This is an optimization exercise on Yosys and OpenROAD, whose aim is small area and few clock cycles per item, not a production implementation. RTL that was checked went through simulation tests only; none was proved equivalent to the original. The RTL of runs 1 to 3 and 5 was laid out without a check of its function.

[design/flow/design.v]
`timescale 1ns/1ps
module subc_divide(
    input  logic         clk,
    input  logic         rst,
    input  logic         invalid,
    output logic         inready,
    input  logic [31:0]  a,
    input  logic [31:0]  b,
    input  logic [5:0]   nbits,
    input  logic         outready,
    output logic         outvalid,
    output logic [31:0]  z
);
    logic [31:0] b_r;       
    logic [31:0] r_r;       
    logic [31:0] q_r;       
    logic [1:0]  d_r;       
    logic [3:0]  cnt;       
    logic        busy;      
    logic        ov;        
    assign inready  = ~busy & (~ov | outready);
    assign outvalid = ov;
    assign z        = q_r >> d_r;
    wire acc = invalid & inready;
    function automatic logic [32:0] step(input logic [31:0] ri, input logic [31:0] bi);
        logic [31:0] t, p, g, c, gg, pp, gn, pn;
        logic        qb;
        t  = {ri[30:0], 1'b0};
        p  = t ^ ~bi;
        g  = t & ~bi;
        gg = {g[31:1], g[0] | p[0]};        
        pp = p;
        for (int l = 0; l < 5; l++) begin
            gn = gg;
            pn = pp;
            for (int i = 0; i < 32; i++)
                if (((i >> l) & 1) == 1) begin
                    gn[i] = gg[i] | (pp[i] & gg[((i >> l) << l) - 1]);
                    pn[i] = pp[i] & pp[((i >> l) << l) - 1];
                end
            gg = gn;
            pp = pn;
        end
        c  = {gg[30:0], 1'b1};              
        qb = ri[31] | gg[31];
        step = {qb, qb ? (p ^ c) : t};
    endfunction
    wire [31:0] bs = busy ? b_r : b;
    wire [32:0] s1 = step(r_r, b_r);
    wire [31:0] r1 = busy ? s1[31:0] : a;
    wire [32:0] s2 = step(r1, bs);
    wire [32:0] s3 = step(s2[31:0], bs);
    wire [2:0]  qb = {s1[32], s2[32], s3[32]};
    logic [3:0] m_in;
    logic [1:0] d_in;
    always_comb begin
        m_in = 4'd1;
        d_in = 2'd0;
        for (int i = 3; i <= 32; i++)
            if (nbits == 6'(i)) begin
                m_in = 4'(1 + (i + 2 - 2) / 3);
                d_in = 2'(2 + 3 * ((i + 2 - 2) / 3) - i);
            end
        if (nbits == 6'd1)
            d_in = 2'd1;
    end
    always_ff @(posedge clk) begin
        r_r <= s3[31:0];
        b_r <= bs;
        if (acc)
            d_r <= d_in;
        if (acc)
            q_r <= (nbits == 6'd0) ? 32'd0 : {30'd0, qb[1:0]};
        else if (busy)
            q_r <= {q_r[28:0], qb};
        if (~busy)
            cnt <= m_in - 4'd1;
        else
            cnt <= cnt - 4'd1;
    end
    always_ff @(posedge clk) begin
        if (rst) begin
            busy <= 1'b0;
            ov   <= 1'b0;
        end else if (busy) begin
            if (cnt == 4'd1) begin
                busy <= 1'b0;
                ov   <= 1'b1;
            end
        end else if (acc) begin
            busy <= (m_in > 4'd1);
            ov   <= (m_in == 4'd1);
        end else if (outready) begin
            ov   <= 1'b0;
        end
    end
endmodule
[design/flow/flow/run.sh]
#!/bin/bash
# The standard layout, with the port buffers made of the smallest buffer cell
# (buf_1) instead of the delay buffer buffer_ports picks by default. Every
# input and output port still gets its own buffer.
set -euo pipefail
export BUFFER_PORTS_ARGS="-buffer_cell sky130_fd_sc_hd__buf_1"
bash standard.sh finish > standard_flow.log 2>&1
[design/flow/constraint.sdc]
create_clock -name core_clock -period 8.0 [get_ports {clk}]
set_input_delay 1.6000 -clock core_clock [delete_from_list [all_inputs] [get_ports {clk}]]
set_output_delay 1.6000 -clock core_clock [all_outputs]
set_load 0.01 [all_outputs]
[design/flow/config.mk]
export PLATFORM = sky130hd
export DESIGN_NAME = subc_divide
export DESIGN_NICKNAME = subc_divide
export VERILOG_FILES = /design/flow/design.v
export SDC_FILE = /design/flow/constraint.sdc
export NUM_CORES = 4
export LEC_CHECK = 0
export CAP_MARGIN = 20
export CORE_MARGIN = 2
export CORE_UTILIZATION = 40
export GPL_TIMING_DRIVEN = 0
export SLEW_MARGIN = 20
[design/flow/standard.sh]
#!/bin/bash
# synth_recipe.tcl (not shown) runs the flow's synth.tcl, then flattens the netlist and writes it again
# the make line also repeats each setting of config.mk as NAME=value (left out here)
make -C /OpenROAD-flow-scripts/flow DESIGN_CONFIG=/design/flow/config.mk WORK_HOME=/design/flow/orfs CLKGATE_MAP_FILE= SYNTH_SCRIPT=/design/flow/synth_recipe.tcl "${@:-finish}"
==> summary.txt, run 1 <==
Global routing
  • Number of global-route vias before repair: 8,844
  • Most used routing layer in global routing: met2
  • Wire length of the first global-routing pass: 45,600 um
  • Total track usage: 22.1%
  • Met2 Use GR: 36.8%
  • Initial antenna violation count: 0
  • Met1 usage: 29.3%
  • Met3 GRT Util: 2.60%
  • Largest net degree at the start of global routing: 33
  • Remaining global-route overflow: 0

Final layout
  • Ratio of cells with drive above 1 in the final layout: 22.0%
  • Most common cell after layout, fill and taps aside: buf_1
  • Most frequent cells in the layout: buf_1 (113), inv_1 (96), nand2_1 (74)
  • Area grow syn2layout: 25.1%
  • Cell Count, Final, Fillers Out: 1,627
  • # nets final: 1,480
  • Cell area after layout: 0.0126 sq mm

Placed design
  • Dpl cells: 1,542
  • Post-DP HPWL: 21,600 um
  • Post-DP Area: 0.0108 sq mm
  • PortBufs: 105
  • Placer Congestion: 0.869

Setup path
  • Critical setup path kind: reg -> reg
  • Crit path launch type: register
  • CP Data Required Time: 8270 ps
  • Max FO, Critical Path: 6
  • Slowest-stage cell, CP: fa_2
  • Worst path arrival time: 8280 ps
  • CP endpoint kind: register
  • Max incr delay on CP: 390 ps

Floorplanning
  • Io pins: 108
  • Rows: 57
  • Die H: 162 um
  • Die W: 162 um
  • Core ar.: 0.0245 sq mm
  • DIE AREA: 0.0264 sq mm
  • Starting density of the core: 41.0%

Synthesis
  • Post-synth EDFFs: 34
  • Yosys cell types: 73
  • Mapped Nets: 1,296
  • Synth Register Bits: 104
  • Synthesized area per cell: 9.02 sq um
  • Async set or reset register ratio after synthesis: 0%
  • Ys flop type: dfxtp_1
  • Syn. warnings: 1
  • Mapped Cells: 1,113
  • Post-Syn Area: 0.0100 sq mm
  • Register area share after synthesis: 24.1%

STA
  • F_max: 125 MHz
  • Minimum clock period: 8020 ps
  • Slew margin rel.: 43.9%
  • Max-slew violations: 0
  • Final setup viols: 10
  • Final WS setup: -18.5 ps
  • Worst slew pin tran: 842 ps
  • Unrepaired setup endpoints after global routing: true
  • Period utilization: 100%
  • Final Skew: 14.5 ps
  • Number of hold violations in the final report: 0

Routing
  • Post-route ant nets: 0
  • Drc violations: 0
  • Drt first pass iters: 5
  • WL/cell: 18.5 um
  • Final wirelength: 30,100 um
  • DR vias: 9,088
  • Initial DRC Count: 430
  • DR vias/cell: 5.59

Job
  • # Max-Cap Violations: 0

Clock network
  • Worst skew pair latency: 380 ps
  • CTS max path bufs: 2
  • CTS tree: yes
  • Total number of H-tree levels: 3
  • Root Buffer: clkbuf_16
  • Hold Buf Count CTS: 0
  • Inserted Clock Buffers: 9
  • Clock sink count: 104
  • Clk slew on worst S/H paths: 80 ps

Min path
  • Hold WC Path Type: reg -> reg

Run status
  • Layout check failures: negative setup slack
  • Status: complete, but fails checks
## cell families after synthesis
family	Yosys count	share of synthesized area, %
DFF	104	24.1
xor gates and xnor gates	53	4.62
buffers and inverters	141	5.94
AOI/OAI and AO/OA	276	18.4
muxes	129	17.7
adders and majority gates	109	14.6
and+or+nand+nor	301	14.6
## path summary, 6_finish.rpt
check	endpoint	cells past startpoint	slack, ps	startpoint
min reg2reg	cnt[0]	1	500	cnt[0]
max	r_r[26]	38	-20	b_r[0]
min	cnt[0]	1	500	cnt[0]
max reg2reg	r_r[26]	38	-20	b_r[0]
## synthesized netlist by cell type, types with 3 or more instances
| cell type | n | share of area [%] |
|---|---|---|
| nor3b_1 | 4 | 0.30 |
| nand4_1 | 5 | 0.31 |
| inv_1 | 100 | 3.7 |
| o211ai_1 | 3 | 0.22 |
| a21boi_0 | 5 | 0.37 |
| a2111oi_0 | 3 | 0.26 |
| xor2_1 | 15 | 1.3 |
| fa_1 | 14 | 2.8 |
| a211o_1 | 5 | 0.44 |
| a31o_2 | 6 | 0.52 |
| or3_1 | 12 | 0.75 |
| and2_1 | 33 | 2.1 |
| nor2_1 | 74 | 2.8 |
| o31a_1 | 4 | 0.35 |
| mux2_4 | 18 | 2.7 |
| nand2b_1 | 14 | 0.87 |
| buf_6 | 4 | 0.45 |
| clkbuf_1 | 21 | 0.79 |
| a41oi_1 | 4 | 0.35 |
| o2bb2ai_1 | 3 | 0.26 |
| a31oi_1 | 22 | 1.4 |
| xnor2_1 | 38 | 3.3 |
| a21o_1 | 39 | 2.9 |
| mux2i_1 | 49 | 4.9 |
| and3_1 | 10 | 0.62 |
| nand2_1 | 80 | 3.0 |
| nand3_1 | 16 | 0.80 |
| a221oi_1 | 3 | 0.26 |
| dfxtp_1 | 70 | 14 |
| or2_2 | 3 | 0.19 |
| mux2_2 | 34 | 3.8 |
| mux4_2 | 28 | 6.3 |
| nor3_1 | 29 | 1.4 |
| o21ai_0 | 54 | 2.7 |
| nor2b_1 | 11 | 0.69 |
| a211oi_1 | 13 | 0.97 |
| o211a_1 | 3 | 0.30 |
| o31ai_1 | 3 | 0.22 |
| ha_1 | 95 | 12 |
| a21oi_1 | 60 | 3.0 |
| o21a_1 | 22 | 1.6 |
| buf_1 | 12 | 0.45 |
| edfxtp_1 | 34 | 10 |
## final cells by class
| type | count | area, sq um |
|---|---|---|
| Clock buffer | 9 | 225 |
| Multi-Input combinational cell | 868 | 7740 |
| Buffer | 40 | 308 |
| Antenna cell | 1 | 2.50 |
| Fill cell | 2301 | 11900 |
| Clock inverter | 7 | 82.6 |
| Tap cell | 324 | 405 |
| Inverter | 100 | 375 |
| Timing Repair Buffer | 174 | 987 |
| Sequential cell | 104 | 2430 |
## worst max-delay path, delay by kind of cell (launching register included)
kind,cells,cell delay [ps]
buffers and inverters,9,1150
AO/OA/AOI/OAI,15,3670
AND/OR/NAND/NOR,9,1180
flip-flops,1,350
adder cells (fa/ha/maj),3,890
multiplexers,2,630
## timing repair
item / 4_1_cts / 5_1_grt
cloned: 1 / 1
setup buffers: 39 / 28
pin swaps: 27 / 42
endpoints found under the setup margin: 33 / 33
resized for setup: 86 / 90
## state kept, by name (all words and copies together) (netlist names)
register / flops
b_r: 32
q_r: 32
r_r: 32
cnt: 4
d_r: 2
busy: 1
ov: 1
## layer usage
layer,wire length [um],vias to the layer above
li1,-,4416
met1,13700,4348
met2,13900,270
met3,1490,54
met4,948,0
met5,0,-
## metrics by stage
stage | hold slack [ps] | util, % | setup WS (ps) | setup TNS, ps
floorplan | 454 | - | 33.7 | 0
global placement | 476 | 44.3 | -2700 | -81090
detailed placement | 494 | 44.3 | -2740 | -83090
CTS | 510 | 48.7 | 38.2 | 0
global route | 537 | 51.3 | -240 | -5820
finish | 503 | 51.3 | -18.5 | -99.1
==> inputs of run 2 (changes only) <==
--- a/design/flow/config.mk
+++ b/design/flow/config.mk
@@ -7,6 +7,6 @@
 export LEC_CHECK = 0
 export CAP_MARGIN = 20
 export CORE_MARGIN = 2
-export CORE_UTILIZATION = 40
-export GPL_TIMING_DRIVEN = 0
+export CORE_UTILIZATION = 60
+export CTS_BUF_LIST = sky130_fd_sc_hd__clkbuf_4 sky130_fd_sc_hd__clkbuf_8
 export SLEW_MARGIN = 20
==> run 2 against run 1 <==
Now clean on timing, DRC and antenna. Register-to-register slack gained 270 ps. Clock-buffer cell count is 1 higher. Cell area fell by 4.7%. Worst setup slack better by 270 ps. First-iteration DRC count is 16% higher. Synthesized cell count stayed put. Sequential share of layout area rose by 0.88 points. Core utilization rose by 21 points. Die area down 33%. Critical endpoint is now r_r[14].
==> summary.txt, run 2 <==
Synthesis
  • Post-synthesis mux area share: 17.7% (unchanged)
  • Post-synth EDFFs: 34 (unchanged)
  • Commonest cells post-synth: inv_1 (100), ha_1 (95), nand2_1 (80)
  • Synthesized area per cell: 9.02 sq um (unchanged)
  • Mapped Cells: 1,113 (unchanged)
  • Dominant cell by count in the synthesized netlist: inv_1
  • Synth top area cells: dfxtp_1 (14%), ha_1 (12%), edfxtp_1 (10%)
  • Yosys cell types: 73 (unchanged)
  • Adder-Cell Fraction of Synth Area: 14.6% (unchanged)
  • Post-Synth XOR/XNOR Area: 4.62% (unchanged)
  • Register area share after synthesis: 24.1% (unchanged)
  • Async set or reset register ratio after synthesis: 0% (unchanged)
  • Largest family of logic cells by synthesized area: compound AO/OA/AOI/OAI gates
  • Yosys top cell by area: dfxtp_1
  • Syn. warnings: 1 (unchanged)
  • Synth Register Bits: 104 (unchanged)
  • Share of the synthesized area in the top cell type: 14.0% (unchanged)
  • Simple-Gate Fraction of Synth Area: 14.6% (unchanged)
  • Ys flop type: dfxtp_1
  • Post-synthesis compound-gate area fraction: 18.4% (unchanged)
  • Post-Syn Area: 0.0100 sq mm (unchanged)
  • Mapped Nets: 1,296 (unchanged)

Final layout
  • Antenna diodes: 0 (-1)
  • Area grow syn2layout: 19.3%
  • Most frequent cells in the layout: buf_4 (122), buf_1 (107), inv_1 (100)
  • Cell area after layout: 0.0120 sq mm (-4.7%)
  • Ratio of cells with drive above 1 in the final layout: 20.8% (-1.1 points)
  • Most common cell after layout, fill and taps aside: buf_4
  • # nets final: 1,503 (+1.6%)
  • Fillers: 1,325 (-42%)

Min path
  • Hold path cells: 2 (+1)
  • WHS Endpoint: ov
  • Worst Hold Launch: ov
  • Hold WC Path Type: reg -> reg

Clock network
  • Inserted Clock Buffers: 9 (unchanged)
  • Total number of H-tree levels: 3 (unchanged)
  • CTS tree: yes
  • Hold Buf Count CTS: 0 (unchanged)
  • CTS max path bufs: 2 (unchanged)
  • Root Buffer: clkbuf_8
  • Clock sink count: 104 (unchanged)
  • Worst skew pair latency: 400 ps (+20 ps)
  • Clk slew on worst S/H paths: 110 ps (+30 ps)

Floorplanning
  • DIE AREA: 0.0178 sq mm (-33%)
  • Rows: 47 (-18%)
  • Io pins: 108 (unchanged)
  • Starting density of the core: 61.0% (+20 points)
  • Core ar.: 0.0165 sq mm (-33%)
  • Die H: 133 um (-18%)
  • Die W: 133 um (-18%)

Placed design
  • Placer Congestion: 0.881 (+1.3%)
  • Post-DP HPWL: 20,400 um (-5.6%)
  • PortBufs: 107 (+1.9%)
  • Post-Place Setup Slack: -144 ps (+2600 ps)
  • Post-DP Area: 0.0114 sq mm (+5.5%)

Routing
  • Drt first pass iters: 5 (unchanged)
  • Initial DRC Count: 497 (+16%)
  • Post-route ant nets: 0 (unchanged)
  • Drc violations: 0 (unchanged)
  • DR vias: 8,994 (-1.0%)
  • Final wirelength: 26,200 um (-13%)
  • DR vias/cell: 5.82 (+4.2%)
  • WL/cell: 16.9 um (-8.4%)

Global routing
  • Wire length of the first global-routing pass: 41,800 um (-8.5%)
  • Total track usage: 29.2% (+7.1 points)
  • Remaining global-route overflow: 0 (unchanged)
  • Largest net degree at the start of global routing: 35 (+6.1%)
  • Initial antenna violation count: 0 (unchanged)
  • Number of global-route vias before repair: 8,625 (-2.5%)

STA
  • Period utilization: 96.8% (-3.4 points)
  • Final Skew: 18.7 ps (+4.19 ps)
  • Number of hold violations in the final report: 0 (unchanged)
  • Worst slew pin tran: 766 ps (-76.2 ps)
  • Final setup viols: 0 (-10)
  • Final WS setup: 253 ps (+271 ps)
  • Max-slew violations: 0 (unchanged)
  • F_max: 129 MHz (+3.5%)
  • Slew margin rel.: 48.3% (+4.4 points)
  • Minimum clock period: 7750 ps (-271 ps)

Setup path
  • CP Data Required Time: 8280 ps (about the same)
  • Slowest-stage cell, CP: o41ai_4
  • CP endpoint kind: register
  • Max FO, Critical Path: 7 (+1)
  • Bufs and invs on worst path: 5 (-4)
  • Crit path launch type: register
  • R2R depth: 35 (-7.9%)
  • Max incr delay on CP: 390 ps (about the same)
  • Critical setup path kind: reg -> reg
  • Worst reg2reg setup slack: 250 ps (+270 ps)
  • Worst path arrival time: 8030 ps (-250 ps)
  • Worst reg2reg path startpoint: b_r[8]
  • Top Family by Delay on Critical Path: compound AO/OA/AOI/OAI gates
  • Reg-to-reg endpoint: r_r[14]

Run status
  • Status: complete, no violations

Job
  • # Max-Cap Violations: 0 (unchanged)
## run 2: worst register-to-register path: cells and delay by family, from the launching register on
kind	cells	cell delay (ps)
AOI/OAI and AO/OA	19	4420
adders and majority gates	3	840
buffers and inverters	5	710
and+or+nand+nor	6	690
muxes	2	650
DFF	1	350
## run 2: how the worst max path moves through the flow
stage / from / end / slack, ps / cells past startpoint
after CTS: b_r[25] / r_r[31] / 30 / 34
after detailed placement: b_r[27] / r_r[31] / -140 / 34
after global placement: b_r[25] / r_r[22] / -110 / 34
final: b_r[8] / r_r[14] / 250 / 35
after global routing: b_r[6] / r_r[14] / -60 / 35
after floorplan: b_r[25] / r_r[11] / 30 / 38
## run 2: cell type report
| class | instances | area [sq um] | share of cell area [%] |
|---|---|---|---|
| multi-input cells | 868 | 7230 | 60.4 |
| clock inverters | 6 | 75.1 | 0.627 |
| inverters | 100 | 375 | 3.13 |
| clock buffers | 10 | 131 | 1.10 |
| repair buffers | 237 | 1460 | 12.2 |
| flip-flops and latches | 104 | 2430 | 20.3 |
| well taps | 220 | 275 | 2.30 |
## run 2: cell families (layout without fill, tap and decap cells)
family          count (synthesis)  after routing
fa+ha+maj                     109            109
compound gates                276            276
xor+xnor                       53             53
buf+inv                       141            353
simple gates                  301            301
mux                           129            129
flops                         104            104
## run 2: through the flow
| stage | setup TNS, ps | utilization, % | hold WS [ps] | std cells |
|---|---|---|---|---|
| floorplan | 0 | - | 454 | 1113 |
| CTS | 0 | 70.9 | 487 | 1537 |
| detailed placement | -2750 | 69.5 | 472 | 1521 |
| global placement | -491 | 69.5 | 459 | 1521 |
| finish | 0 | 72.7 | 488 | 1545 |
| global route | -955 | 72.7 | 515 | 1545 |
## run 2: timing repair
action | CTS | global route
pin swaps | 1 | 10
endpoints found under the setup margin | 31 | 33
cloned | 0 | 2
buffers inserted | 0 | 6
resized for setup | 3 | 50
## run 2: metal layers
layer,vias to the layer above,global-route usage [%],routed length (um)
met5,-,0,0
met4,0,9.52,537
met3,41,2.78,1260
met2,258,50.2,12600
met1,4240,38.8,11800
li1,4455,-,-
==> inputs of run 3 (changes only) <==
--- a/design/flow/design.v
+++ b/design/flow/design.v
@@ -12,7 +12,6 @@
     output logic [31:0]  z
 );
     logic [31:0] b_r;       
-    logic [31:0] r_r;       
     logic [31:0] q_r;       
     logic [1:0]  d_r;       
     logic [3:0]  cnt;       
@@ -22,18 +21,20 @@
     assign outvalid = ov;
     assign z        = q_r >> d_r;
     wire acc = invalid & inready;
-    function automatic logic [32:0] step(input logic [31:0] ri, input logic [31:0] bi);
-        logic [31:0] t, p, g, c, gg, pp, gn, pn;
-        logic        qb;
-        t  = {ri[30:0], 1'b0};
-        p  = t ^ ~bi;
-        g  = t & ~bi;
-        gg = {g[31:1], g[0] | p[0]};        
-        pp = p;
-        for (int l = 0; l < 5; l++) begin
+    function automatic logic [33:0] step(input logic [32:0] ni, input logic [31:0] bi);
+        logic [32:0] t, x, p, g, c, gg, pp, gn, pn, s;
+        logic        neg;
+        neg = ni[32];
+        t   = {ni[31:0], 1'b0};
+        x   = neg ? {1'b0, bi} : ~{1'b0, bi};
+        p   = t ^ x;
+        g   = t & x;
+        gg  = {g[32:1], g[0] | (p[0] & ~neg)};    
+        pp  = p;
+        for (int l = 0; l < 6; l++) begin
             gn = gg;
             pn = pp;
-            for (int i = 0; i < 32; i++)
+            for (int i = 0; i < 33; i++)
                 if (((i >> l) & 1) == 1) begin
                     gn[i] = gg[i] | (pp[i] & gg[((i >> l) << l) - 1]);
                     pn[i] = pp[i] & pp[((i >> l) << l) - 1];
@@ -41,16 +42,17 @@
             gg = gn;
             pp = pn;
         end
-        c  = {gg[30:0], 1'b1};              
-        qb = ri[31] | gg[31];
-        step = {qb, qb ? (p ^ c) : t};
+        c   = {gg[31:0], ~neg};                    
+        s   = p ^ c;
+        step = {~s[32], s};
     endfunction
     wire [31:0] bs = busy ? b_r : b;
-    wire [32:0] s1 = step(r_r, b_r);
-    wire [31:0] r1 = busy ? s1[31:0] : a;
-    wire [32:0] s2 = step(r1, bs);
-    wire [32:0] s3 = step(s2[31:0], bs);
-    wire [2:0]  qb = {s1[32], s2[32], s3[32]};
+    logic [32:0] n_r;
+    wire [33:0] s1 = step(n_r, b_r);
+    wire [32:0] n1 = busy ? s1[32:0] : {1'b0, a};
+    wire [33:0] s2 = step(n1, bs);
+    wire [33:0] s3 = step(s2[32:0], bs);
+    wire [2:0]  qb = {s1[33], s2[33], s3[33]};
     logic [3:0] m_in;
     logic [1:0] d_in;
     always_comb begin
@@ -65,7 +67,7 @@
             d_in = 2'd1;
     end
     always_ff @(posedge clk) begin
-        r_r <= s3[31:0];
+        n_r <= s3[32:0];
         b_r <= bs;
         if (acc)
             d_r <= d_in;
==> run 3 against run 2 <==
The layout now fails its checks (negative setup slack). Flip-flop and latch count grew 1. Global-route usage shrank 3.3 points. Register-to-register slack worse by 280 ps. Area after synthesis is 6.3% lower. Critical path depth rose by 3. Critical endpoint is now q_r[0]. Die area down 6.1%. Clock skew fell by 7.1 ps.
==> summary.txt, run 3 <==
Run status
  • Status: complete, but fails checks
  • Layout check failures: negative setup slack

Synthesis
  • Ys flop type: dfxtp_1
  • Commonest cells post-synth: xnor2_1 (149), ha_1 (95), inv_1 (74)
  • Mapped Nets: 1,155 (-11%)
  • Post-synth EDFFs: 34 (unchanged)
  • Yosys cell types: 61 (-16%)
  • Synthesized area per cell: 9.69 sq um (+7.4%)
  • Mapped Cells: 971 (-13%)
  • Synth top area cells: dfxtp_1 (15%), xnor2_1 (14%), ha_1 (13%)
  • Post-Syn Area: 0.00941 sq mm (-6.3%)
  • Yosys top cell by area: dfxtp_1
  • Register area share after synthesis: 26.0% (+1.8 points)
  • Async set or reset register ratio after synthesis: 0% (unchanged)
  • Synth Register Bits: 105 (+0.96%)
  • Share of the synthesized area in the top cell type: 15.1% (+1.1 points)
  • Dominant cell by count in the synthesized netlist: xnor2_1
  • Syn. warnings: 1 (unchanged)

Routing
  • Initial DRC Count: 328 (-34%)
  • Post-route ant nets: 0 (unchanged)
  • DR vias/cell: 5.49 (-5.6%)
  • WL/cell: 15.8 um (-6.6%)
  • Drc violations: 0 (unchanged)
  • Final wirelength: 21,700 um (-17%)
  • DR vias: 7,533 (-16%)
  • Drt first pass iters: 4 (-1)

Final layout
  • Cell Count, Final, Fillers Out: 1,371 (-11%)
  • Largest Register: n_r
  • Ratio of cells with drive above 1 in the final layout: 19.1% (-1.8 points)
  • Max reg flops: 33
  • Fillers: 1,178 (-11%)
  • Area grow syn2layout: 20.0%
  • Antenna diodes: 0 (unchanged)
  • Most frequent cells in the layout: xnor2_1 (140), buf_1 (107), ha_1 (93)
  • # nets final: 1,339 (-11%)
  • Most common cell after layout, fill and taps aside: xnor2_1

Clock network
  • Worst skew pair latency: 390 ps (about the same)
  • Inserted Clock Buffers: 9 (unchanged)
  • CTS tree: yes
  • Total number of H-tree levels: 3 (unchanged)
  • Clock sink count: 105 (+0.96%)
  • CTS max path bufs: 2 (unchanged)
  • Clk slew on worst S/H paths: 110 ps (about the same)
  • Hold Buf Count CTS: 0 (unchanged)
  • Root Buffer: clkbuf_8

Min path
  • Hold WC Path Type: reg -> reg

Global routing
  • Remaining global-route overflow: 0 (unchanged)
  • Largest net degree at the start of global routing: 38 (+8.6%)
  • Initial antenna violation count: 0 (unchanged)
  • Number of global-route vias before repair: 7,112 (-18%)
  • Wire length of the first global-routing pass: 34,300 um (-18%)
  • Total track usage: 25.9% (-3.3 points)

Setup path
  • Most used cell, CP: buf_6
  • CP Data Required Time: 8150 ps (-130 ps)
  • Slowest-stage cell, CP: dfxtp_4
  • Worst path arrival time: 8180 ps (+150 ps)
  • Max FO, Critical Path: 8 (+1)
  • CP endpoint kind: register
  • Critical setup path kind: reg -> reg
  • Max incr delay on CP: 430 ps (+40 ps)
  • Crit path launch type: register

Floorplanning
  • Core ar.: 0.0153 sq mm (-7.3%)
  • Io pins: 108 (unchanged)
  • Die W: 129 um (-3.1%)
  • Die H: 129 um (-3.1%)
  • Rows: 45 (-4.3%)
  • DIE AREA: 0.0167 sq mm (-6.1%)
  • Starting density of the core: 61.7% (+0.69 points)

STA
  • Minimum clock period: 8030 ps (+281 ps)
  • Final Skew: 11.6 ps (-7.11 ps)
  • F_max: 125 MHz (-3.5%)
  • Number of hold violations in the final report: 0 (unchanged)
  • Max-slew violations: 0 (unchanged)
  • Unrepaired setup endpoints after global routing: true
  • Slew margin rel.: 46.9% (-1.3 points)
  • Worst slew pin tran: 794 ps (+28.0 ps)
  • Period utilization: 100% (+3.5 points)
  • Final WS setup: -28.0 ps (-281 ps)
  • Final setup viols: 1 (+1)

Placed design
  • Dpl cells: 1,336 (-12%)
  • Post-DP HPWL: 16,900 um (-17%)
  • PortBufs: 107 (unchanged)
  • Placer Congestion: 0.871 (-1.1%)

Job
  • # Max-Cap Violations: 0 (unchanged)
run 3: cell count changes after synthesis, moves of 9 or more:
| cell | delta |
|---|---|
| inv_1 | -26 |
| xnor2_1 | +111 |
| o21a_1 | -11 |
| mux2i_1 | -13 |
| nor3_1 | -16 |
| nand2_1 | -44 |
| mux2_4 | -18 |
| nor2_1 | -23 |
| o21ai_0 | -22 |
| mux2_2 | -9 |
| a31oi_1 | -13 |
| or3_1 | -11 |
run 3: final cells by class:
type                       count  area (sq um)  area share [%]
multi-input combinational    755          6820            60.4
sequential                   105          2450            21.7
timing repair buffer         210          1260            11.2
inverter                      74           280            2.48
tap                          211           264            2.34
clock buffer                   9           124            1.10
clock inverter                 7          86.3           0.765
run 3: final timing paths:
kind / from / endpoint / slack [ps] / cells past startpoint
worst max-delay path: n_r[32] / q_r[0] / -30 / 38
worst min register to register: ov / ov / 490 / 2
worst max register to register: n_r[32] / q_r[0] / -30 / 38
worst min-delay path: ov / ov / 490 / 2
run 3: cell families (layout without fill, tap and decap cells):
| kind of cell | after synthesis | after routing | share of synthesized area, % |
|---|---|---|---|
| compound gates | 196 | 196 | 13.8 |
| fa+ha+maj | 110 | 110 | 15.8 |
| flops | 105 | 105 | 26.0 |
| xor+xnor | 174 | 174 | 16.4 |
| simple gates | 186 | 186 | 9.92 |
| buf+inv | 111 | 300 | 4.51 |
| mux | 89 | 89 | 13.5 |
run 3: per-stage QoR:
| stage | setup TNS (ps) | hold slack [ps] | cell area [sq um] | setup slack, ps | utilization (%) |
|---|---|---|---|---|---|
| 6_report | -28.0 | 487 | 11300 | -28.0 | 74.0 |
| 5_1_grt | -1300 | 531 | 11300 | -330 | 74.0 |
| 4_1_cts | 0 | 486 | 10900 | 1.01 | 71.5 |
| 3_5_place_dp | -383 | 470 | 10700 | -182 | 70.0 |
| 3_3_place_gp | -21.5 | 463 | 10700 | -21.5 | 70.0 |
| 2_1_floorplan | -75.6 | 460 | 9580 | -75.6 | - |
run 3: repair_timing:
| action | in CTS | in global routing |
|---|---|---|
| buffers inserted | 0 | 19 |
| resized for setup | 4 | 47 |
| setup endpoints to repair | 4 | 18 |
| cloned | 0 | 1 |
| pin swaps | 3 | 44 |
run 3: critical path: cells and delay by family, from the launching register on:
family	cells	cell delay [ps]
AOI/OAI and AO/OA	19	4010
xor gates and xnor gates	5	790
buffers and inverters	5	620
adders and majority gates	4	1230
DFF	1	430
and+or+nand+nor	5	690
run 3: routing by layer:
metal / global-route usage, % / wire [um]
met5: 0 / 0
met4: 7.10 / 317
met3: 3.01 / 677
met2: 43.8 / 10500
met1: 35.2 / 10200
==> inputs of run 4 (changes only) <==
==> design/flow/design.v (replaced) <==
`timescale 1ns/1ps
module subc_divide(
    input  logic         clk,
    input  logic         rst,
    input  logic         invalid,
    output logic         inready,
    input  logic [31:0]  a,
    input  logic [31:0]  b,
    input  logic [5:0]   nbits,
    input  logic         outready,
    output logic         outvalid,
    output logic [31:0]  z
);
    localparam int K  = 2;
    localparam int MS = (32 + K - 1) / K;      
    localparam int QW = K * MS;                
    localparam int DW = 1;                     
    localparam int CW = 5;                     
    logic [31:0]   b_r;       
    logic [32:0]   n_r;       
    logic [QW-1:0] q_r;       
    logic [DW-1:0] d_r;       
    logic [CW-1:0] cnt;       
    logic          busy;      
    logic          ov;        
    assign inready  = ~busy & (~ov | outready);
    assign outvalid = ov;
    assign z        = 32'(q_r >> d_r);
    wire acc = invalid & inready;
    function automatic logic [33:0] step(input logic [32:0] ni, input logic [31:0] bi);
        logic [32:0] t, x, p, g, c, gg, pp, gn, pn, s;
        logic        neg;
        neg = ni[32];
        t   = {ni[31:0], 1'b0};
        x   = neg ? {1'b0, bi} : ~{1'b0, bi};
        p   = t ^ x;
        g   = t & x;
        gg  = {g[32:1], g[0] | (p[0] & ~neg)};    
        pp  = p;
        for (int l = 0; l < 6; l++) begin
            gn = gg;
            pn = pp;
            for (int i = 0; i < 33; i++)
                if (((i >> l) & 1) == 1) begin
                    gn[i] = gg[i] | (pp[i] & gg[((i >> l) << l) - 1]);
                    pn[i] = pp[i] & pp[((i >> l) << l) - 1];
                end
            gg = gn;
            pp = pn;
        end
        c   = {gg[31:0], ~neg};                    
        s   = p ^ c;
        step = {~s[32], s};
    endfunction
    logic [32:0]  rs [0:K];
    logic [K-1:0] qb;
    wire  [31:0]  bs = busy ? b_r : b;
    assign rs[0] = busy ? n_r : {1'b0, a};
    for (genvar i = 0; i < K; i++) begin : g_step
        wire [33:0] st = step(rs[i], bs);
        assign qb[K-1-i] = st[33];
        assign rs[i+1]   = st[32:0];
    end
    logic [CW-1:0] m_in;
    logic [DW-1:0] d_in;
    always_comb begin
        m_in = '0;
        d_in = '0;
        for (int i = 0; i <= 32; i++)
            if (nbits == 6'(i)) begin
                m_in = CW'((i + K - 1) / K);
                d_in = DW'(K * ((i + K - 1) / K) - i);
            end
    end
    always_ff @(posedge clk) begin
        n_r <= rs[K];
        b_r <= bs;
        if (acc)
            d_r <= d_in;
        if (acc)
            q_r <= (nbits == 6'd0) ? '0 : QW'(qb);
        else if (busy)
            q_r <= {q_r[QW-1-K:0], qb};
        if (~busy)
            cnt <= m_in - CW'(1);
        else
            cnt <= cnt - CW'(1);
    end
    always_ff @(posedge clk) begin
        if (rst) begin
            busy <= 1'b0;
            ov   <= 1'b0;
        end else if (busy) begin
            if (cnt == CW'(1)) begin
                busy <= 1'b0;
                ov   <= 1'b1;
            end
        end else if (acc) begin
            busy <= (m_in > CW'(1));
            ov   <= (m_in <= CW'(1));
        end else if (outready) begin
            ov   <= 1'b0;
        end
    end
endmodule
==> run 4 against run 3 <==
The run now finishes clean. Flip-flop and latch count unchanged. Via count decreased by 24%. Critical endpoint is now n_r[29]. Core utilization decreased by 7.2 points. Non-clock buffer count decreased by 94. Worst setup slack improved by 1200 ps. Synthesized cell count decreased by 20%. Critical path type unchanged. Routed wire length decreased by 30%. Cell area decreased by 26%. Global-route usage decreased by 2.7 points.
==> summary.txt, run 4 <==
Setup path
  • Worst path arrival time: 7120 ps (-1060 ps)
  • R2R depth: 20 (-47%)
  • Worst reg2reg path startpoint: busy
  • Crit-path cells: buf_4 > mux2_2 > ha_1 > a2111oi_0 > o21ai_0 > a32o_1 > a211oi_2 > o21bai_2 > xnor2_4 > xor2_1 > ha_1 > and2b_2 > o31a_2 > o41a_2 > o21ai_0 > a31oi_1 > o21ai_0 > nand2b_1 > a21oi_1 > xnor2_1
  • Max FO, Critical Path: 84 (+76)
  • Reg-to-reg endpoint: n_r[29]
  • Crit path launch type: register
  • Bufs and invs on worst path: 1 (-4)
  • Slowest-stage cell, CP: dfxtp_4
  • Top Family by Delay on Critical Path: compound AO/OA/AOI/OAI gates
  • CP endpoint kind: register
  • Critical setup path kind: reg -> reg
  • Worst reg2reg setup slack: 1210 ps (+1240 ps)
  • Most used cell, CP: o21ai_0
  • CP Data Required Time: 8330 ps (+180 ps)
  • Max incr delay on CP: 940 ps (+510 ps)

STA
  • Final setup viols: 0 (-1)
  • Minimum clock period: 6790 ps (-1240 ps)
  • Unrepaired setup endpoints after global routing: false
  • F_max: 147 MHz (+18%)
  • Final Skew: 9.39 ps (-2.22 ps)
  • Post-route setup TNS: 0 ps (+28.0 ps)
  • Worst slew pin tran: 1140 ps (+344 ps)
  • Period utilization: 84.9% (-15 points)
  • Max-slew violations: 0 (unchanged)
  • Number of hold violations in the final report: 0 (unchanged)
  • Slew margin rel.: 22.2% (-25 points)

Min path
  • WHS Endpoint: n_r[0]
  • Worst Hold Launch: b_r[0]
  • Hold WC Path Type: reg -> reg
  • Hold path cells: 1 (-1)

Floorplanning
  • Io pins: 108 (unchanged)
  • DIE AREA: 0.0136 sq mm (-19%)
  • Starting density of the core: 60.8% (-0.83 points)
  • Die H: 116 um (-9.9%)
  • Die W: 116 um (-9.9%)
  • Rows: 41 (-8.9%)
  • Core ar.: 0.0125 sq mm (-18%)

Synthesis
  • Synth Register Bits: 105 (unchanged)
  • Synth top area cells: dfxtp_1 (19%), edfxtp_1 (13%), ha_1 (11%)
  • Register area share after synthesis: 32.1% (+6.1 points)
  • Ys flop type: dfxtp_1
  • Yosys top cell by area: dfxtp_1
  • Mapped Cells: 781 (-20%)
  • Async set or reset register ratio after synthesis: 0% (unchanged)
  • Synthesized area per cell: 9.71 sq um (+0.21%)
  • Dominant cell by count in the synthesized netlist: xor2_1
  • Commonest cells post-synth: xor2_1 (81), dfxtp_1 (72), a21oi_1 (67)
  • Mapped Nets: 929 (-20%)
  • Yosys cell types: 55 (-9.8%)
  • Syn. warnings: 2 (+1)
  • Post-synth EDFFs: 33 (-2.9%)
  • Share of the synthesized area in the top cell type: 19.0% (+3.9 points)
  • Post-Syn Area: 0.00758 sq mm (-19%)

Clock network
  • Hold Buf Count CTS: 0 (unchanged)
  • Worst skew pair latency: 390 ps (about the same)
  • Root Buffer: clkbuf_8
  • Clock sink count: 105 (unchanged)
  • CTS resizes: 0 (-4)
  • CTS max path bufs: 2 (unchanged)
  • CTS tree: yes
  • Clk slew on worst S/H paths: 110 ps (about the same)
  • Total number of H-tree levels: 3 (unchanged)
  • Postcts setup bufs: 0 (unchanged)
  • Inserted Clock Buffers: 9 (unchanged)

Global routing
  • Initial antenna violation count: 0 (unchanged)
  • Number of global-route vias before repair: 5,466 (-23%)
  • Largest net degree at the start of global routing: 85 (+120%)
  • Remaining global-route overflow: 0 (unchanged)
  • Wire length of the first global-routing pass: 24,900 um (-27%)
  • Total track usage: 23.1% (-2.7 points)

Placed design
  • PortBufs: 107 (unchanged)
  • Post-DP HPWL: 11,800 um (-30%)
  • Placer Congestion: 0.865 (-0.68%)

Final layout
  • Fillers: 1,047 (-11%)
  • Most common cell after layout, fill and taps aside: buf_1
  • Ratio of cells with drive above 1 in the final layout: 11.2% (-7.8 points)
  • Largest Register: n_r
  • # nets final: 1,025 (-23%)
  • Antenna diodes: 0 (unchanged)
  • Area grow syn2layout: 9.72%
  • Max reg flops: 33 (unchanged)
  • Most frequent cells in the layout: buf_1 (107), xor2_1 (81), dfxtp_1 (70)

Routing
  • Drt first pass iters: 4 (unchanged)
  • Initial DRC Count: 233 (-29%)
  • Final wirelength: 15,300 um (-30%)
  • WL/cell: 14.5 um (-8.4%)
  • DR vias/cell: 5.41 (-1.5%)
  • DR vias: 5,707 (-24%)
  • Post-route ant nets: 0 (unchanged)
  • Drc violations: 0 (unchanged)

Run status
  • Status: complete, no violations

Job
  • # Max-Cap Violations: 0 (unchanged)
[run 4: cells by family after synthesis]
group,share of synthesized area (%)
compound gates,14.7
xor+xnor,13.9
fa+ha+maj,13.2
buf+inv,3.32
flops,32.1
mux,10.3
simple gates,12.5
[run 4: layout make-up]
class / instances / area [sq um] / share of cell area [%]
Timing Repair Buffer: 116 / 469 / 5.64
Multi-Input combinational cell: 615 / 4900 / 58.9
Tap cell: 172 / 215 / 2.59
Inverter: 30 / 113 / 1.35
Sequential cell: 105 / 2440 / 29.3
Clock buffer: 9 / 124 / 1.49
Clock inverter: 7 / 62.6 / 0.752
[run 4: worst max path at each step]
stage               cells past startpoint       to  start  slack, ps
floorplan                              23  n_r[16]   b[0]       1750
CTS                                    20   q_r[0]   busy       1210
global route                           21   q_r[0]   busy        710
finish                                 20  n_r[29]   busy       1210
global placement                       22   q_r[0]   b[8]       1060
detailed placement                     22   q_r[0]   b[8]        900
[run 4: routing by layer]
metal / wire length, um / global-route usage, % / share of wire, % / vias to the layer above
met5: 0 / 0 / 0 / -
li1: - / - / - / 2935
met2: 7340 / 40.3 / 48 / 112
met4: 306 / 8.33 / 2.0 / 0
met3: 601 / 3.48 / 3.9 / 17
met1: 7020 / 29.2 / 46 / 2643
[run 4: metrics by stage]
| step | area (sq um) | hold slack, ps | cells | setup WS, ps | util (%) |
|---|---|---|---|---|---|
| after floorplan | 7580 | 451 | 781 | 1750 | - |
| after global placement | 8130 | 460 | 1038 | 1060 | 65.3 |
| after detailed placement | 8130 | 474 | 1038 | 903 | 65.3 |
| after CTS | 8320 | 499 | 1054 | 1210 | 66.7 |
| after global routing | 8320 | 521 | 1054 | 707 | 66.7 |
| final | 8320 | 494 | 1054 | 1210 | 66.7 |
[run 4: worst register-to-register path: cells and delay by family, from the launching register on]
family          cells  cell delay, ps
compound gates     11            3080
xor+xnor            3             940
flops               1             940
fa+ha+maj           2             610
buf+inv             1             490
mux                 1             380
simple gates        2             300
Testbench counts of run 4, summed over its fixed seeds: cycles 27,628, items 3,200.
==> inputs of run 5 (changes only) <==
==> design/flow/design.v (replaced) <==
`timescale 1ns/1ps
module subc_divide(
    input  logic         clk,
    input  logic         rst,
    input  logic         invalid,
    output logic         inready,
    input  logic [31:0]  a,
    input  logic [31:0]  b,
    input  logic [5:0]   nbits,      
    input  logic         outready,
    output logic         outvalid,
    output logic [31:0]  z
);
    logic [31:0] a_reg, b_reg;
    logic [31:0] z_reg;
    logic [5:0]  count;
    logic [5:0]  nbits_reg;  
    typedef enum logic [1:0] {
        IDLE,
        RUN,
        DONE
    } state_t;
    state_t current_state;
    always_comb begin
            inready=0;
            outvalid=0;
	    if(current_state==IDLE)begin
		inready=1;
		outvalid=0;
	    end
   	    if(current_state==RUN)begin
		inready=0;
		outvalid=0;
	    end
	    if(current_state==DONE)begin
	    	inready=0;
		outvalid=1;
	    end
          z=z_reg;
    end
    always_ff@(posedge clk)begin
	    if(rst)begin
		    current_state<=IDLE;
		    a_reg<='0;
		    b_reg<='0;
		    z_reg<='0;
		    count<='0;
		    nbits_reg<='0;
	    end else begin
			case(current_state)
				IDLE:begin
				 if(invalid)begin
					 a_reg<=a;
					 count<='0;
					 z_reg<='0;
					 b_reg<=b;
				         nbits_reg<=nbits;
					 if(nbits==0)
					 current_state<=DONE;
				 	else
						current_state<=RUN;
				 end
			         end
			 	RUN:begin
					logic [32:0] a_shift;
					logic [32:0] b_comp;
					a_shift={a_reg,1'b0};
					b_comp={1'b0,b_reg};
					if(a_shift>=b_comp)begin
						a_reg<=32'(a_shift-b_comp);
						z_reg<=(z_reg<<1)|1'b1;
					end else begin
						a_reg<=32'(a_shift);
						z_reg<=(z_reg<<1);
					end
					count<=count+1;
					if(nbits_reg-1==count)begin
						current_state<=DONE;
					end
				end
				DONE:begin
					if(outready)begin
						current_state<=IDLE;
					end	
					end
				default : current_state<=IDLE;
			 	endcase
	    end
    end
endmodule
==> design/flow/run.sh (new file) <==
#!/bin/bash
# synth_recipe.tcl (not shown) runs the flow's synth.tcl, then flattens the netlist and writes it again
# the make line also repeats each setting of config.mk as NAME=value (left out here)
make -C /OpenROAD-flow-scripts/flow DESIGN_CONFIG=/design/flow/config.mk WORK_HOME=/design/flow/orfs CLKGATE_MAP_FILE= SYNTH_SCRIPT=/design/flow/synth_recipe.tcl finish
--- a/design/flow/config.mk
+++ b/design/flow/config.mk
@@ -7,6 +7,5 @@
 export LEC_CHECK = 0
 export CAP_MARGIN = 20
 export CORE_MARGIN = 2
-export CORE_UTILIZATION = 60
-export CTS_BUF_LIST = sky130_fd_sc_hd__clkbuf_4 sky130_fd_sc_hd__clkbuf_8
+export CORE_UTILIZATION = 40
 export SLEW_MARGIN = 20
removed: design/flow/flow/run.sh
removed: design/flow/standard.sh
==> run 5 against run 4 <==
Cell area fell by 5.5%. Critical path type is now in -> reg. Critical path depth fell by 13. Via count rose by 5.4%.
==> summary.txt, run 5 <==
Run status
  • Status: complete, no violations

Placed design
  • PortBufs: 107 (unchanged)
  • Placer Congestion: 0.907 (+4.9%)
  • Post-DP Area: 0.00755 sq mm (-7.1%)
  • Post-DP HPWL: 12,500 um (+6.2%)

Clock network
  • Hold Buf Count CTS: 0 (unchanged)
  • CTS max path bufs: 2 (unchanged)
  • CTS resizes: 0 (unchanged)
  • Postcts setup bufs: 0 (unchanged)
  • Clk slew on worst S/H paths: 80 ps (-30 ps)
  • Total number of H-tree levels: 3 (unchanged)
  • Root Buffer: clkbuf_16
  • Inserted Clock Buffers: 9 (unchanged)
  • CTS tree: yes
  • Clock sink count: 110 (+4.8%)
  • Worst skew pair latency: 370 ps (-20 ps)

Setup path
  • Critical setup path kind: in -> reg
  • Max FO, Critical Path: 47 (-44%)
  • CP Data Required Time: 8290 ps (-40 ps)
  • Worst path arrival time: 4210 ps (-2910 ps)
  • CP endpoint kind: register
  • Crit path launch type: input port

Global routing
  • Number of global-route vias before repair: 6,046 (+11%)
  • Initial antenna violation count: 0 (unchanged)
  • Wire length of the first global-routing pass: 29,100 um (+17%)
  • Remaining global-route overflow: 0 (unchanged)
  • Largest net degree at the start of global routing: 66 (-22%)
  • Total track usage: 21.4% (-1.8 points)

Synthesis
  • Register area share after synthesis: 34.5% (+2.4 points)
  • Yosys cell types: 60 (+9.1%)
  • Post-Syn Area: 0.00638 sq mm (-16%)
  • Synthesized area per cell: 7.83 sq um (-19%)
  • Commonest cells post-synth: nand2_1 (114), dfxtp_1 (110), a21oi_1 (83)
  • Async set or reset register ratio after synthesis: 0% (unchanged)
  • Mapped Cells: 815 (+4.4%)
  • Syn. warnings: 1 (-1)
  • Synth top area cells: dfxtp_1 (35%), nand2_1 (6.7%), ha_1 (6.7%)
  • Yosys top cell by area: dfxtp_1
  • Dominant cell by count in the synthesized netlist: nand2_1
  • Synth Register Bits: 110 (+4.8%)
  • Ys flop type: dfxtp_1
  • Share of the synthesized area in the top cell type: 34.5% (+16 points)
  • Post-synth EDFFs: 0 (-100%)
  • Mapped Nets: 924 (-0.54%)

Floorplanning
  • Rows: 46 (+12%)
  • Die W: 130 um (+12%)
  • DIE AREA: 0.0170 sq mm (+25%)
  • Core ar.: 0.0157 sq mm (+26%)
  • Die H: 130 um (+12%)
  • Io pins: 108 (unchanged)
  • Starting density of the core: 40.6% (-20 points)

STA
  • Unrepaired setup endpoints after global routing: false
  • Minimum clock period: 3920 ps (-2870 ps)
  • Period utilization: 49.0% (-36 points)
  • Max-slew violations: 0 (unchanged)
  • Slew margin rel.: 30.8% (+8.6 points)
  • Worst slew pin tran: 1040 ps (-99.3 ps)
  • Final Skew: 10.2 ps (+0.834 ps)
  • Number of hold violations in the final report: 0 (unchanged)
  • F_max: 255 MHz (+73%)
  • Min Hold Slack: 458 ps (-35.8 ps)
  • Final setup viols: 0 (unchanged)
  • Post-route setup TNS: 0 ps (unchanged)

Final layout
  • Most frequent cells in the layout: nand2_1 (113), dfxtp_1 (110), clkdlybuf4s50_1 (106)
  • Fillers: 1,508 (+44%)
  • Most common cell after layout, fill and taps aside: nand2_1
  • Antenna diodes: 0 (unchanged)
  • Ratio of cells with drive above 1 in the final layout: 4.14% (-7.1 points)
  • Cell area after layout: 0.00786 sq mm (-5.5%)
  • Area grow syn2layout: 23.2%
  • # nets final: 998 (-2.6%)

Routing
  • Post-route ant nets: 0 (unchanged)
  • DR vias/cell: 5.42 (+0.13%)
  • DR vias: 6,018 (+5.4%)
  • Drt first pass iters: 4 (unchanged)
  • Drc violations: 0 (unchanged)
  • Final wirelength: 17,800 um (+17%)
  • Initial DRC Count: 337 (+45%)
  • WL/cell: 16.0 um (+11%)

Job
  • # Max-Cap Violations: 0 (unchanged)

Min path
  • Hold WC Path Type: reg -> reg
==> run 5: changes by cell type after synthesis, moves of 25 or more <==
| cell | before | now |
|---|---|---|
| nand2_1 | 24 | 114 |
| xor2_1 | 81 | 11 |
| mux2_2 | 64 | 1 |
| dfxtp_1 | 72 | 110 |
| a22oi_1 | 2 | 35 |
| edfxtp_1 | 33 | 0 |
| ha_1 | 64 | 34 |
| and2_1 | 32 | 3 |
| a21o_1 | 39 | 13 |
| nor2_1 | 43 | 68 |
==> run 5: area by class of cell <==
type / count / area, sq um / area share, %
Clock buffer: 9 / 225 / 2.87
Inverter: 47 / 176 / 2.24
Sequential cell: 110 / 2200 / 28.0
Timing Repair Buffer: 112 / 1110 / 14.1
Tap cell: 216 / 270 / 3.44
Multi-Input combinational cell: 609 / 3800 / 48.4
Clock inverter: 7 / 75.1 / 0.955
==> run 5: final timing paths <==
path         startpoint          endpoint  slack (ps)  cells after the start
max             invalid  current_state[0]        4080                      7
min            b_reg[2]          b_reg[2]         460                      2
max reg2reg    b_reg[3]          a_reg[1]        4510                     12
min reg2reg    b_reg[2]          b_reg[2]         460                      2
==> run 5: cells by family after synthesis <==
family / count (synthesis) / synth area share [%]
adders and majority gates: 35 / 6.98
and+or+nand+nor: 258 / 18.0
buffers and inverters: 96 / 6.18
xor gates and xnor gates: 31 / 4.25
AOI/OAI and AO/OA: 257 / 25.7
muxes: 28 / 4.41
DFF: 110 / 34.5
==> run 5: metal layers <==
metal | up-vias | routed length [um] | GRT usage, %
met1 | 2808 | 8050 | 26.4
met3 | 19 | 1160 | 6.07
li1 | 3048 | - | -
met5 | - | 0 | 0
met4 | 0 | 239 | 5.25
met2 | 143 | 8360 | 36.9
==> run 5: worst max-delay path, cell delays in order <==
cell and delay [ps]:
clkdlybuf4s50_1 520, nor2_1 80, or2_2 630, nor2_2 670, buf_4 400, a21oi_1 120, nor3_1 180
==> run 5: stage by stage <==
| stage | worst slack (ps) | utilization [%] | std cells |
|---|---|---|---|
| floorplan | 5140 | - | 815 |
| global placement | 3820 | 48.1 | 1094 |
| detailed placement | 3740 | 48.1 | 1094 |
| CTS | 4110 | 50.0 | 1110 |
| global route | 3910 | 50.0 | 1110 |
| finish | 4080 | 50.0 | 1110 |

## afterwards: timing with drivers on the ports
How much do the figures lean on ideal ports? The routed layouts below were timed once more, with nothing changed but the port constraints. Step 1 (the two cells are an assumption about what drives the block):
set clk [get_ports {clk}]
set_driving_cell -lib_cell sky130_fd_sc_hd__clkbuf_16 $clk
set_driving_cell -lib_cell sky130_fd_sc_hd__buf_2 [delete_from_list [all_inputs] $clk]
Step 2, shift: input delay + t, output delay - t, t = (earliest + latest rising clock arrival at the registers) / 2. This alone moves slack from input paths to output paths. Slacks: ideal / step 1 / step 2; pairs: ideal / step 1.
run	shift t [ns]	setup WS [ns]	worst hold slack (ns)
run 1	0.414	-0.019 / -0.019 / -0.019	0.503 / 0.503 / 0.503
run 2	0.433	0.253 / 0.253 / 0.253	0.488 / 0.488 / 0.488
run 3	0.425	-0.028 / -0.028 / -0.028	0.487 / 0.487 / 0.487
run 4	0.425	1.211 / 1.211 / 0.920	0.494 / 0.494 / 0.494
run 5	0.407	4.077 / 4.089 / 3.682	0.458 / 0.458 / 0.458
The setup slack of run 5, which loses most, moves by +0.012 ns with the drivers and by -0.395 ns with both steps.
